This design comes from an exercise in tuning for small area and a short achievable clock period on the open sky130 flow, not from production work. Only simulation tests tie the RTL to the original design; equivalence was not proved.

<file path="flow/constraint.sdc">
create_clock -name core_clock -period 8.5 [get_ports {clk_368}]
set_input_delay 1.7000 -clock core_clock [delete_from_list [all_inputs] [get_ports {clk_368}]]
set_output_delay 1.7000 -clock core_clock [all_outputs]
set_load 0.01 [all_outputs]
</file>
<file path="flow/design.v">
module actuator_core #(parameter INT_WIDTH = 6,
                                 FRACT_WIDTH = 12,
                                 DATA_WIDTH = INT_WIDTH + FRACT_WIDTH)
                                (input wire clk_368,
                                 input wire rst_n,
                                 input wire signed [ DATA_WIDTH-1 : 0 ] in_r,
                                 input wire signed [ DATA_WIDTH-1 : 0 ] in_i,
                                 input wire signed [ DATA_WIDTH-1 : 0 ] a10_r,
                                 input wire signed [ DATA_WIDTH-1 : 0 ] a10_i,
                                 input wire signed [ DATA_WIDTH-1 : 0 ] a30_r,
                                 input wire signed [ DATA_WIDTH-1 : 0 ] a30_i,
                                 input wire signed [ DATA_WIDTH-1 : 0 ] a50_r,
                                 input wire signed [ DATA_WIDTH-1 : 0 ] a50_i,
                                 output reg signed [ DATA_WIDTH-1 : 0 ] out_r,
                                 output reg signed [ DATA_WIDTH-1 : 0 ] out_i);
   wire signed [ 2*DATA_WIDTH-1 : 0 ] xin_r, xin_i;
   wire signed [ DATA_WIDTH-1 : 0 ] xin_trunc_r, xin_trunc_i;
   wire signed [ DATA_WIDTH-1 : 0 ] abs_squared;
   wire signed [ 2*DATA_WIDTH-1 : 0 ] abs_pwr_four;
   wire signed [ DATA_WIDTH-1 : 0 ] abs_pwr_four_trunc;
   wire signed [ 2*DATA_WIDTH-1 : 0 ] half_mul1_r;
   wire signed [ DATA_WIDTH-1 : 0 ] half_mul1_trunc_r;
   wire signed [ 2*DATA_WIDTH-1 : 0 ] half_mul1_i;
   wire signed [ DATA_WIDTH-1 : 0 ] half_mul1_trunc_i;
   wire signed [ DATA_WIDTH-1 : 0 ] add1_r;
   wire signed [ DATA_WIDTH-1 : 0 ] add1_i;
   wire signed [ 2*DATA_WIDTH-1 : 0 ] half_mul2_r;
   wire signed [ DATA_WIDTH-1 : 0 ] half_mul2_trunc_r;
   wire signed [ 2*DATA_WIDTH-1 : 0 ] half_mul2_i;
   wire signed [ DATA_WIDTH-1 : 0 ] half_mul2_trunc_i;
   wire signed [ DATA_WIDTH-1 : 0 ] add2_r;
   wire signed [ DATA_WIDTH-1 : 0 ] add2_i;
   wire signed [ 2*DATA_WIDTH-1 : 0 ] mul1;
   wire signed [ DATA_WIDTH-1 : 0 ] mul1_trunc;
   wire signed [ 2*DATA_WIDTH-1 : 0 ] mul2;
   wire signed [ DATA_WIDTH-1 : 0 ] mul2_trunc;
   wire signed [ 2*DATA_WIDTH-1 : 0 ] mul3;
   wire signed [ DATA_WIDTH-1 : 0 ] mul3_trunc;
   wire signed [ 2*DATA_WIDTH-1 : 0 ] mul4;
   wire signed [ DATA_WIDTH-1 : 0 ] mul4_trunc;
   reg signed [ DATA_WIDTH-1 : 0 ] in_r_reg1, in_i_reg1, in_r_reg2, in_i_reg2, in_r_reg3, in_i_reg3, in_r_reg4, in_i_reg4;
   wire signed [ DATA_WIDTH-1 : 0 ] out_r_comb, out_i_comb;
   reg signed [ DATA_WIDTH-1 : 0 ] a10_r_reg1, a10_i_reg1, a10_r_reg2, a10_i_reg2, a10_r_reg3, a10_i_reg3;
   reg signed [ DATA_WIDTH-1 : 0 ] a30_r_reg1, a30_i_reg1, a30_r_reg2, a30_i_reg2;
   reg signed [ DATA_WIDTH-1 : 0 ] a50_r_reg1, a50_i_reg1, a50_r_reg2, a50_i_reg2, a50_r_reg3, a50_i_reg3;
   reg signed [ DATA_WIDTH-1 : 0 ] abs_squared_reg;
   reg signed [ DATA_WIDTH-1 : 0 ] half_mul1_trunc_r_reg, half_mul1_trunc_i_reg;
   reg signed [ DATA_WIDTH-1 : 0 ] abs_pwr_four_trunc_reg;
   reg signed [ DATA_WIDTH-1 : 0 ] add1_r_reg, add1_i_reg;
   reg signed [ DATA_WIDTH-1 : 0 ] half_mul2_trunc_r_reg, half_mul2_trunc_i_reg;
   reg signed [ DATA_WIDTH-1 : 0 ] add2_r_reg;
   reg signed [ DATA_WIDTH-1 : 0 ] add2_i_reg;
   reg signed [ DATA_WIDTH-1 : 0 ] in_r_reg5, in_i_reg5;
   always@( posedge clk_368 or negedge rst_n )
   begin
      if ( !rst_n )
      begin
         in_r_reg1              <= 'd0;
         in_i_reg1              <= 'd0;
         in_r_reg2              <= 'd0;
         in_i_reg2              <= 'd0;
         in_r_reg3              <= 'd0;
         in_i_reg3              <= 'd0;
         in_r_reg4              <= 'd0;
         in_i_reg4              <= 'd0;
         out_r                  <= 'd0;
         out_i                  <= 'd0;
         a10_r_reg1             <= 'd0;
         a10_i_reg1             <= 'd0;
         a10_r_reg2             <= 'd0;
         a10_i_reg2             <= 'd0;
         a10_r_reg3             <= 'd0;
         a10_i_reg3             <= 'd0;
         a30_r_reg1             <= 'd0;
         a30_i_reg1             <= 'd0;
         a30_r_reg2             <= 'd0;
         a30_i_reg2             <= 'd0;
         a50_r_reg1             <= 'd0;
         a50_i_reg1             <= 'd0;
         a50_r_reg2             <= 'd0;
         a50_i_reg2             <= 'd0;
         a50_r_reg3             <= 'd0;
         a50_i_reg3             <= 'd0;
         abs_squared_reg        <= 'd0;
         half_mul1_trunc_r_reg  <= 'd0;
         half_mul1_trunc_i_reg  <= 'd0;
         abs_pwr_four_trunc_reg <= 'd0;
         add1_r_reg             <= 'd0;
         add1_i_reg             <= 'd0;
         half_mul2_trunc_r_reg  <= 'd0;
         half_mul2_trunc_i_reg  <= 'd0;
         add2_r_reg             <= 'd0;
         add2_i_reg             <= 'd0;
         in_r_reg5              <= 'd0;
         in_i_reg5              <= 'd0;
      end
      else
      begin
            in_r_reg1              <= in_r;
            in_i_reg1              <= in_i;
            in_r_reg2              <= in_r_reg1;
            in_i_reg2              <= in_i_reg1;
            in_r_reg3              <= in_r_reg2;
            in_i_reg3              <= in_i_reg2;
            in_r_reg4              <= in_r_reg3;
            in_i_reg4              <= in_i_reg3;
            out_r                  <= out_r_comb;
            out_i                  <= out_i_comb;
            a10_r_reg1             <= a10_r;
            a10_i_reg1             <= a10_i;
            a10_r_reg2             <= a10_r_reg1;
            a10_i_reg2             <= a10_i_reg1;
            a10_r_reg3             <= a10_r_reg2;
            a10_i_reg3             <= a10_i_reg2;
            a30_r_reg1             <= a30_r;
            a30_i_reg1             <= a30_i;
            a30_r_reg2             <= a30_r_reg1;
            a30_i_reg2             <= a30_i_reg1;
            a50_r_reg1             <= a50_r;
            a50_i_reg1             <= a50_i;
            a50_r_reg2             <= a50_r_reg1;
            a50_i_reg2             <= a50_i_reg1;
            a50_r_reg3             <= a50_r_reg2;
            a50_i_reg3             <= a50_i_reg2;
            abs_squared_reg        <= abs_squared;
            half_mul1_trunc_r_reg  <= half_mul1_trunc_r;
            half_mul1_trunc_i_reg  <= half_mul1_trunc_i;
            abs_pwr_four_trunc_reg <= abs_pwr_four_trunc;
            add1_r_reg             <= add1_r;
            add1_i_reg             <= add1_i;
            half_mul2_trunc_r_reg  <= half_mul2_trunc_r;
            half_mul2_trunc_i_reg  <= half_mul2_trunc_i;
            add2_r_reg             <= add2_r;
            add2_i_reg             <= add2_i;
            in_r_reg5              <= in_r_reg4;
            in_i_reg5              <= in_i_reg4;
      end
   end
   assign xin_r       = in_r_reg1 * in_r_reg1;
   assign xin_trunc_r = xin_r >> ( FRACT_WIDTH );
   assign xin_i       = in_i_reg1 * in_i_reg1;
   assign xin_trunc_i = xin_i >> ( FRACT_WIDTH );
   assign abs_squared = xin_trunc_r + xin_trunc_i;
   assign abs_pwr_four       = abs_squared_reg * abs_squared_reg;
   assign abs_pwr_four_trunc = abs_pwr_four >> ( FRACT_WIDTH );
   assign half_mul1_r       = abs_squared_reg * a30_r_reg2;
   assign half_mul1_trunc_r = half_mul1_r >> ( FRACT_WIDTH );
   assign half_mul1_i       = abs_squared_reg * a30_i_reg2;
   assign half_mul1_trunc_i = half_mul1_i >> ( FRACT_WIDTH );
   assign add1_r = half_mul1_trunc_r_reg + a10_r_reg3;
   assign add1_i = half_mul1_trunc_i_reg + a10_i_reg3;
   assign half_mul2_r       = abs_pwr_four_trunc_reg * a50_r_reg3;
   assign half_mul2_trunc_r = half_mul2_r >> ( FRACT_WIDTH );
   assign half_mul2_i       = abs_pwr_four_trunc_reg * a50_i_reg3;
   assign half_mul2_trunc_i = half_mul2_i >> ( FRACT_WIDTH );
   assign add2_r = half_mul2_trunc_r_reg + add1_r_reg;
   assign add2_i = half_mul2_trunc_i_reg + add1_i_reg;
   assign mul1       = add2_r_reg * in_r_reg5;
   assign mul1_trunc = mul1 >> ( FRACT_WIDTH );
   assign mul2       = add2_i_reg * in_i_reg5;
   assign mul2_trunc = mul2 >> ( FRACT_WIDTH );
   assign mul3       = add2_r_reg * in_i_reg5;
   assign mul3_trunc = mul3 >> ( FRACT_WIDTH );
   assign mul4       = add2_i_reg * in_r_reg5;
   assign mul4_trunc = mul4 >> ( FRACT_WIDTH );
   assign out_r_comb = mul1_trunc - mul2_trunc;
   assign out_i_comb = mul3_trunc + mul4_trunc;
endmodule
</file>
<file path="flow/config.mk">
export PLATFORM = sky130hd
export DESIGN_NAME = actuator_core
export DESIGN_NICKNAME = actuator_core
export VERILOG_FILES = /design/flow/design.v
export SDC_FILE = /design/flow/constraint.sdc
export NUM_CORES = 4
export LEC_CHECK = 0
export CAP_MARGIN = 20
export CORE_MARGIN = 2
export CORE_UTILIZATION = 40
export SLEW_MARGIN = 20
</file>
<file path="flow/run.sh">
#!/bin/bash
# synth_recipe.tcl (not shown) runs the flow's synth.tcl, then flattens the netlist and writes it again
# the make line also repeats each setting of config.mk as NAME=value (left out here)
make -C /OpenROAD-flow-scripts/flow DESIGN_CONFIG=/design/flow/config.mk WORK_HOME=/design/flow/orfs CLKGATE_MAP_FILE= SYNTH_SCRIPT=/design/flow/synth_recipe.tcl finish
</file>
==> flow_metrics.tcl <==
set metrics [dict create \
    cpMaxStageDelayCell "fa_1" \
    drv_cap 0 \
    cts_made_buffers 94 \
    yosysUniqueCellTypes 73 \
    synth_fa_ha_area_frac 0.557 \
    finish.instance_area_um2 140000 \
    ys_async_sr_fraction 1.00 \
    dr.pass1.iters 6 \
    fmax_mhz 123 \
    period_minus_slack_ps 8100 \
    ys.flop_type "dfrtp_1" \
    syn_inst 13300 \
    start_util 0.402 \
    wl_per_cell_um 18.4 \
    yosys_warnings 1 \
    grt_pass1_vias 92700 \
    end_kind "flip-flop" \
    worst_setup_path_start_kind "flip-flop" \
    core_um2 321000 \
    worstMarginPinSlew_ps 1120 \
    synthesis.nets 17400 \
    syn_avg_cell_area_um2 9.73 \
    antenna_found_initial 34 \
    post_drt_via_cell_ratio 4.77 \
    fin_crit_sh 0.953 \
    synth_compound_area_frac 0.0270 \
    rows 208 \
    grt_pass1_wl_um 528000 \
    dp_hpwl_um 271000 \
    holdWs_ps 320 \
    cpPeakStageDelay_ps 520 \
    drive_above_1_share 0.0387 \
    root_buffer "clkbuf_16" \
    cp_data_arrival_time_ps 8770 \
    die_y_um 573 \
    die_w_um 573 \
    path_class "flip-flop to flip-flop" \
    synth_edf_count 0 \
    dieArea_um2 328000 \
    synth_top_family_by_area "adder cells" \
    nNetsFinal 17400 \
    final_antenna_net_count 0 \
    post_cts_buffers 0 \
    drc 0 \
    slew_headroom 0.253 \
    fin_ws_ps 402 \
    placed_area_um2 137000 \
    muxShareOfSynthArea 0.000571 \
    finClkSkew_ps 66.0 \
    ios 182 \
    status "complete, no violations" \
    cts_tree "built" \
    yosys.area_share.simple 0.132 \
    crit_fanout 20 \
    cts-htree-levels 3 \
    syn2layout_area_growth_pct 8.46 \
    cts_buffer_depth 4 \
    drt-initial-drc-count 4547 \
    clk_latency_ps 830 \
    cp.required_ps 9180 \
    grt-ovfl-total 0 \
    fillers 31000 \
    routabilityCongestion 0.879 \
    synth_area_um2 129000 \
    clk_pin_slew_worst_paths_ps 70 \
    crit_top_cell "fa_1" \
    synth_seq_cells 684 \
    setup_violations 0 \
    hold_viol_final 0 \
    setup_tns_ps 0 \
    drv_slew 0 \
    rsz0062_at_grt "no" \
    pre_cts_ws_ps 62.7 \
    seq_area_frac_synth 0.132 \
    cts.sinks 684 \
    grt_use_total 0.209 \
    hold_path.class "flip-flop to flip-flop" \
    vias 84300 \
    grt_max_degree 167 \
    synthXorXnorAreaFrac 0.0326 \
    wirelength_um 325000 \
    io_buffer_count 181 \
]
-- what timing repair did --
action,CTS,global route
hold endpoints to repair,0,0
setup endpoints to repair,0,13
gates resized for setup,0,46
hold buffers,0,0
-- Yosys cell counts, types with 57 or more instances --
library cell,number,area (µm²)
inv_1,3524,13200
fa_1,2947,59000
nand2_1,1624,6100
and2_1,1231,7700
ha_1,1043,13100
dfrtp_1,684,17100
clkbuf_1,554,2080
xnor2_1,389,3410
nor2_1,301,1130
a21oi_1,152,761
o21ai_0,124,621
nand2b_1,106,663
xor2_1,90,788
o21a_1,69,518
nor3_1,57,285
-- layout make-up --
type,instances,area (µm²),area share
clock buffer,113,2500,0.0179
antenna,21,52.6,0.000375
multi-input combinational,8520,96900,0.691
clock inverter,54,597,0.00426
inverter,3525,13200,0.0943
sequential,684,17200,0.122
tap,4305,5390,0.0384
timing repair buffer,471,4430,0.0316
-- stage by stage --
stage           util  std cells
2_1_floorplan      -      13300
3_3_place_gp   0.426      17500
3_5_place_dp   0.426      17500
4_1_cts        0.436      17700
5_1_grt        0.436      17700
6_report       0.436      17700
-- cells by family after synthesis --
group                      Yosys count
and+or+nand+nor                   3504
muxes                                7
adders and majority gates         3990
AOI/OAI and AO/OA                  539
xor gates and xnor gates           480
buffers and inverters             4084
DFF                                684
-- cell usage in the layout, fill, tap and decap left out, types with 18 or more instances in the layout --
cell type,n
a21oi_1,152
nor2_1,301
inv_1,3524
a21o_1,49
xor2_1,90
diode_2,21
clkbuf_16,95
buf_4,252
ha_1,1043
o21a_1,69
nor3_1,56
nor2b_1,56
and3_1,18
buf_12,33
nand2b_1,106
xnor2_1,389
o21ai_0,119
fa_1,2947
nand3_1,48
dfrtp_1,644
nand2_1,1624
dfrtp_2,40
clkdlybuf4s50_1,180
and2_1,1231
-- critical path, delay by kind of cell, from the launching register on --
family | cells | cell delay [ps]
buf+inv | 5 | 580
xor+xnor | 2 | 270
flops | 1 | 500
fa+ha+maj | 8 | 3490
compound gates | 8 | 1720
simple gates | 6 | 1370
-- final timing paths --
kind,from,to,slack (ps),cells after the start
max in group asynchronous,rst_n,in_r_reg1[3],5580,3
min in group asynchronous,rst_n,in_i_reg5[1],870,1
worst max register to register,in_i_reg5[7],out_r[17],400,29
worst min register to register,a10_i_reg2[1],a10_i_reg3[1],320,0
worst max-delay path,in_i_reg5[7],out_r[17],400,29
worst min-delay path,a10_i_reg2[1],a10_i_reg3[1],320,0
-- routing by layer --
metal	track usage	part of all wire	wire [µm]
met2	0.351	0.48	157000
met5	0	0.000083	27
met1	0.282	0.43	140000
met4	0.0660	0.035	11400
met3	0.0256	0.053	17200

## afterwards: timing with drivers on the ports
How much do the figures lean on ideal ports? The routed layout below was timed once more, with nothing changed but the port constraints. Step 1 (the two cells are an assumption about what drives the block):
set clk [get_ports {clk_368}]
set_driving_cell -lib_cell sky130_fd_sc_hd__clkbuf_16 $clk
set_driving_cell -lib_cell sky130_fd_sc_hd__buf_2 [delete_from_list [all_inputs] $clk]
Step 2, shift: input delay + t, output delay - t, t = (earliest + latest rising clock arrival at the registers) / 2. This alone moves slack from input paths to output paths. a / b / c = ideal ports / drivers / drivers and shift; a / b = the first two.
t, ns: 0.908
setup slack, ns: 0.402 / 0.402 / 0.402
worst hold slack (ns): 0.320 / 0.320 / 0.320
slew at the worst register clock pin (ns): 0.07 / 0.07
After both steps setup and hold are still met in this run. The setup slack of this run moves by 0.000 ns with the drivers and by 0.000 ns with both steps.
